This is an optimization exercise on Yosys and OpenROAD, whose aim is small area, not a production implementation. Power and IR drop assume default switching activity.

v24:
==> flow/design.v <==
module sync_block (
    input         clock,
    input         reset,
    input  [7:0]  strategy_sel,
    input         start,
    input         fg_opto,
    input         phase,
    input         wire_sensor,
    input         detector_ready,
    input  [31:0] fg_open_delay,
    input  [31:0] detector_ready_timeout,
    input  [31:0] phase_shift,
    input  [31:0] detonate_len,
    input  [31:0] trigger_len,
    output        detonator_triggered,
    output        output_trigger,
    output        valid_scenario,
    output [7:0]  scenario_state
);
localparam [3:0] IDLE = 4'd0, FG_WAIT_OPTO = 4'd1, FG_WAIT_OPEN = 4'd2, DETONATE = 4'd3,
                 WIRE_TRIGGER = 4'd4, WAIT_PHASE_FRONT = 4'd5, WAIT_PHASE_DELAY = 4'd6,
                 TRIGGER_PROLONG = 4'd7, DETECTOR_BUSY = 4'd8, DETECTOR_WAIT = 4'd9,
                 DETECTOR_FINISHED = 4'd10;
wire s0 = (strategy_sel == 8'd0);
wire s1 = (strategy_sel == 8'd1);
wire s2 = (strategy_sel == 8'd2);
wire s3 = (strategy_sel == 8'd3);
wire s4 = (strategy_sel == 8'd4);
wire valid = s1 | s2 | s3 | s4;
reg [3:0]  st;       
reg [32:0] cq;
wire [32:0] cnt = ~cq;
reg        det, trig;
reg        start_p, fg_p, wire_p, phase_p;
wire start_e = start & ~start_p;
wire fg_e    = fg_opto & ~fg_p;
wire wire_e  = wire_sensor & ~wire_p;
wire phase_e = phase & ~phase_p;
wire is_fgo  = (st == FG_WAIT_OPEN);
wire is_det  = (st == DETONATE);
wire is_wpd  = (st == WAIT_PHASE_DELAY);
wire is_tp   = (st == TRIGGER_PROLONG);
wire is_db   = (st == DETECTOR_BUSY);
wire is_dw   = (st == DETECTOR_WAIT);
wire is_test = s0 & st[0];
wire [31:0] lim = ({32{is_fgo}} & fg_open_delay) | ({32{is_det}} & detonate_len) |
                  ({32{is_tp}} & trigger_len) | ({32{is_wpd}} & phase_shift) |
                  ({32{is_dw}} & detector_ready_timeout);
function automatic borrow_out(input [31:0] c, input [31:0] l, input integer lo, input integer n, input bin);
    integer k;
    reg b;
    begin
        b = bin;
        for (k = lo; k < lo + n; k = k + 1)
            b = (~c[k] & l[k]) | (~c[k] & b) | (l[k] & b);
        borrow_out = b;
    end
endfunction
wire bs0 = borrow_out(cnt[31:0], lim, 0, 11, is_dw);
wire bs1_0 = borrow_out(cnt[31:0], lim, 11, 11, 1'b0);
wire bs1_1 = borrow_out(cnt[31:0], lim, 11, 11, 1'b1);
wire bs1 = bs0 ? bs1_1 : bs1_0;
wire bs2_0 = borrow_out(cnt[31:0], lim, 22, 10, 1'b0);
wire bs2_1 = borrow_out(cnt[31:0], lim, 22, 10, 1'b1);
wire bs2 = bs1 ? bs2_1 : bs2_0;
wire lt = ~cnt[32] & bs2;
genvar gi;
wire inc  = is_test | is_fgo | is_det | is_tp | is_wpd | is_dw;
wire keep = is_test | is_tp | is_db | ((is_fgo | is_det | is_wpd) & lt) | (is_dw & lt & ~detector_ready);
wire [32:0] all_ones_below;
assign all_ones_below[0] = 1'b1;
generate for (gi = 1; gi < 33; gi = gi + 1) begin : g_inc
    assign all_ones_below[gi] = all_ones_below[gi-1] & cnt[gi-1];
end endgenerate
reg [3:0] st_n;
always @(*) begin
    st_n = st;
    if (s0) begin
        if (st == IDLE && start) st_n = FG_WAIT_OPTO;
    end else if (valid) begin
        case (st)
            IDLE:              if (start_e) st_n = FG_WAIT_OPTO;
            FG_WAIT_OPTO:      if (fg_e) st_n = FG_WAIT_OPEN;
            FG_WAIT_OPEN:      if (!lt) st_n = s2 ? TRIGGER_PROLONG : s4 ? WAIT_PHASE_FRONT : DETONATE;
            DETONATE:          if (!lt) st_n = WIRE_TRIGGER;
            WIRE_TRIGGER:      if (wire_e) st_n = s1 ? TRIGGER_PROLONG : WAIT_PHASE_FRONT;
            WAIT_PHASE_FRONT:  if (phase_e) st_n = WAIT_PHASE_DELAY;
            WAIT_PHASE_DELAY:  if (!lt) st_n = TRIGGER_PROLONG;
            TRIGGER_PROLONG:   if (!lt) st_n = (s2 | s4) ? IDLE : DETECTOR_BUSY;
            DETECTOR_BUSY:     if (~detector_ready) st_n = DETECTOR_WAIT;
            DETECTOR_WAIT:     if (!(lt & ~detector_ready)) st_n = DETECTOR_FINISHED;
            DETECTOR_FINISHED: if (~start) st_n = IDLE;
            default:           st_n = IDLE;
        endcase
    end
end
always @(posedge clock) begin
    start_p <= start;
    fg_p    <= fg_opto;
    wire_p  <= wire_sensor;
    phase_p <= phase;
    cq <= ~((cnt ^ ({33{inc}} & all_ones_below)) & {33{keep & ~reset}});
    if (reset) begin
        st   <= IDLE;
        det  <= 1'b0;
        trig <= 1'b0;
    end else begin
        st   <= st_n;
        det  <= is_det & lt;
        trig <= (is_tp & lt) | (s3 & is_wpd & ~lt);
    end
end
reg [3:0] st_out;
always @(*) begin
    st_out = st;
    if (s1 & st[3]) st_out = st - 4'd2;                    
    if (s1 & st == TRIGGER_PROLONG) st_out = 4'd5;
    if (s2 & st == TRIGGER_PROLONG) st_out = 4'd3;
    if (s4 & st[2] & (st[1] | st[0])) st_out = st - 4'd2;  
end
assign detonator_triggered = det;
assign output_trigger      = trig;
assign valid_scenario      = valid;
assign scenario_state      = {cnt[6:3] & {4{s0}}, (cnt[2:0] & {3{s0}}) | st_out[3:1], st_out[0]};
endmodule
export LEC_CHECK = 0
export CAP_MARGIN = 5
export CORE_MARGIN = 2
export CORE_UTILIZATION = 50
export GPL_TIMING_DRIVEN = 0
export PLACE_DENSITY = 0.75
export SLEW_MARGIN = 5
create_clock -name core_clock -period 6.0 [get_ports {clock}]
standard.sh (not shown) runs the stock make flow with config.mk's settings and CLKGATE_MAP_FILE= SYNTH_SCRIPT=/design/flow/synth_recipe.tcl, a recipe that flattens the netlist after the stock synthesis.
==> flow/flow/run.sh <==
#!/bin/bash
# Standard layout, with these changes:
#  - the port buffers use the smallest buffer cell (buf_1);
#  - synthesis maps logic with an area-oriented ABC script (flow/abc_area.script);
#  - clock tree synthesis uses clkbuf_8 buffers and no dummy loads.
# Every tool's output goes to a log file in this folder.
set -euo pipefail
HERE=$(pwd)
mkdir -p "$HERE/scripts"
cp -r "$FLOW_HOME/scripts/." "$HERE/scripts/"
cp "$HERE/flow/abc_area.script" "$HERE/scripts/abc_area.script"
export SCRIPTS_DIR="$HERE/scripts"
export ABC_AREA=1
export BUFFER_PORTS_ARGS="-buffer_cell sky130_fd_sc_hd__buf_1"
export CTS_ARGS="-sink_clustering_enable -repair_clock_nets -buf_list sky130_fd_sc_hd__clkbuf_8 -dont_use_dummy_load"
bash standard.sh > standard_flow.log 2>&1
==> flow/flow/abc_area.script <==
strash
&get -n
&st
&dch
&nf -R 50
&put
topo
What v11 does differently from v24 at the input level:
diff --git a/flow/design.v b/flow/design.v
--- a/flow/design.v
+++ b/flow/design.v
@@ -28,8 +28,9 @@
 wire s4 = (strategy_sel == 8'd4);
 wire valid = s1 | s2 | s3 | s4;
 reg [3:0]  st;       
-reg [32:0] cq;
-wire [32:0] cnt = ~cq;
+reg [31:0] cq;        
+localparam [31:0] CPOL = 32'hFFFFFFFF;
+wire [31:0] cnt = cq ^ CPOL;
 reg        det, trig;
 reg        start_p, fg_p, wire_p, phase_p;
 wire start_e = start & ~start_p;
@@ -56,20 +57,29 @@
         borrow_out = b;
     end
 endfunction
-wire bs0 = borrow_out(cnt[31:0], lim, 0, 11, is_dw);
-wire bs1_0 = borrow_out(cnt[31:0], lim, 11, 11, 1'b0);
-wire bs1_1 = borrow_out(cnt[31:0], lim, 11, 11, 1'b1);
+wire bs0 = borrow_out(cnt, lim, 0, 5, 1'b0);
+wire bs1_0 = borrow_out(cnt, lim, 5, 5, 1'b0);
+wire bs1_1 = borrow_out(cnt, lim, 5, 5, 1'b1);
 wire bs1 = bs0 ? bs1_1 : bs1_0;
-wire bs2_0 = borrow_out(cnt[31:0], lim, 22, 10, 1'b0);
-wire bs2_1 = borrow_out(cnt[31:0], lim, 22, 10, 1'b1);
+wire bs2_0 = borrow_out(cnt, lim, 10, 5, 1'b0);
+wire bs2_1 = borrow_out(cnt, lim, 10, 5, 1'b1);
 wire bs2 = bs1 ? bs2_1 : bs2_0;
-wire lt = ~cnt[32] & bs2;
+wire bs3_0 = borrow_out(cnt, lim, 15, 5, 1'b0);
+wire bs3_1 = borrow_out(cnt, lim, 15, 5, 1'b1);
+wire bs3 = bs2 ? bs3_1 : bs3_0;
+wire bs4_0 = borrow_out(cnt, lim, 20, 6, 1'b0);
+wire bs4_1 = borrow_out(cnt, lim, 20, 6, 1'b1);
+wire bs4 = bs3 ? bs4_1 : bs4_0;
+wire bs5_0 = borrow_out(cnt, lim, 26, 6, 1'b0);
+wire bs5_1 = borrow_out(cnt, lim, 26, 6, 1'b1);
+wire bs5 = bs4 ? bs5_1 : bs5_0;
+wire lt = bs5;
 genvar gi;
-wire inc  = is_test | is_fgo | is_det | is_tp | is_wpd | is_dw;
-wire keep = is_test | is_tp | is_db | ((is_fgo | is_det | is_wpd) & lt) | (is_dw & lt & ~detector_ready);
-wire [32:0] all_ones_below;
+wire inc  = is_test | ((is_fgo | is_det | is_tp | is_wpd) & lt) | (is_dw & lt & ~detector_ready);
+wire keep = inc | is_tp | is_db;
+wire [31:0] all_ones_below;
 assign all_ones_below[0] = 1'b1;
-generate for (gi = 1; gi < 33; gi = gi + 1) begin : g_inc
+generate for (gi = 1; gi < 32; gi = gi + 1) begin : g_inc
     assign all_ones_below[gi] = all_ones_below[gi-1] & cnt[gi-1];
 end endgenerate
 reg [3:0] st_n;
@@ -99,7 +109,7 @@
     fg_p    <= fg_opto;
     wire_p  <= wire_sensor;
     phase_p <= phase;
-    cq <= ~((cnt ^ ({33{inc}} & all_ones_below)) & {33{keep & ~reset}});
+    cq <= CPOL ^ ((cnt ^ ({32{inc}} & all_ones_below)) & {32{keep & ~reset}});
     if (reset) begin
         st   <= IDLE;
         det  <= 1'b0;
Findings:
No crash in v11: every stage finished, but the layout fails its final checks due to setup timing.
cq[12] as the capturing element of the worst setup path was reported by v24, and cq[30] by v11.
v11 ends up with lower synthesized area than v24 does.
On power in the clock group, v24 and v11 are basically level.
Routed length on met1 (v11 over v24): decrease, 32 um
Max slew at the pin closest to its max-slew limit across v24 and v11: v24
The synthesis-stage register bit count reported for v11 is smaller than that of v24 by about 2.3%.
| fraction of area in registers | lower: v11 |
Between v11 and v24, the cell area reported after detailed placement figures differ only marginally.
No run of this note included a check of the RTL's function; only the layout flow was run.

## afterwards: timing with drivers on the ports
Ports are ideal in the flow. The routed layouts listed here were re-timed in OpenROAD. Step 1: set_driving_cell puts a clkbuf_16 on clock and a buf_2 on each other input, an assumption about the parent block. Step 2, shift: input delay + t, output delay - t, t = (earliest + latest rising clock arrival at the registers) / 2. This alone moves slack from input paths to output paths. Slacks: ideal / step 1 / step 2; pairs: ideal / step 1.
run | shift t [ns] | setup WS [ns] | worst hold slack (ns) | worst register clock-pin slew, ns
v24 | 0.314 | 0.308 / 0.308 / 0.119 | 0.528 / 0.528 / 0.528 | 0.08 / 0.08
v11 | 0.316 | -0.077 / -0.070 / -0.386 | 0.508 / 0.508 / 0.508 | 0.08 / 0.08
For v11, which loses most, drivers alone change the setup slack by +0.007 ns; drivers and shift together by -0.309 ns.
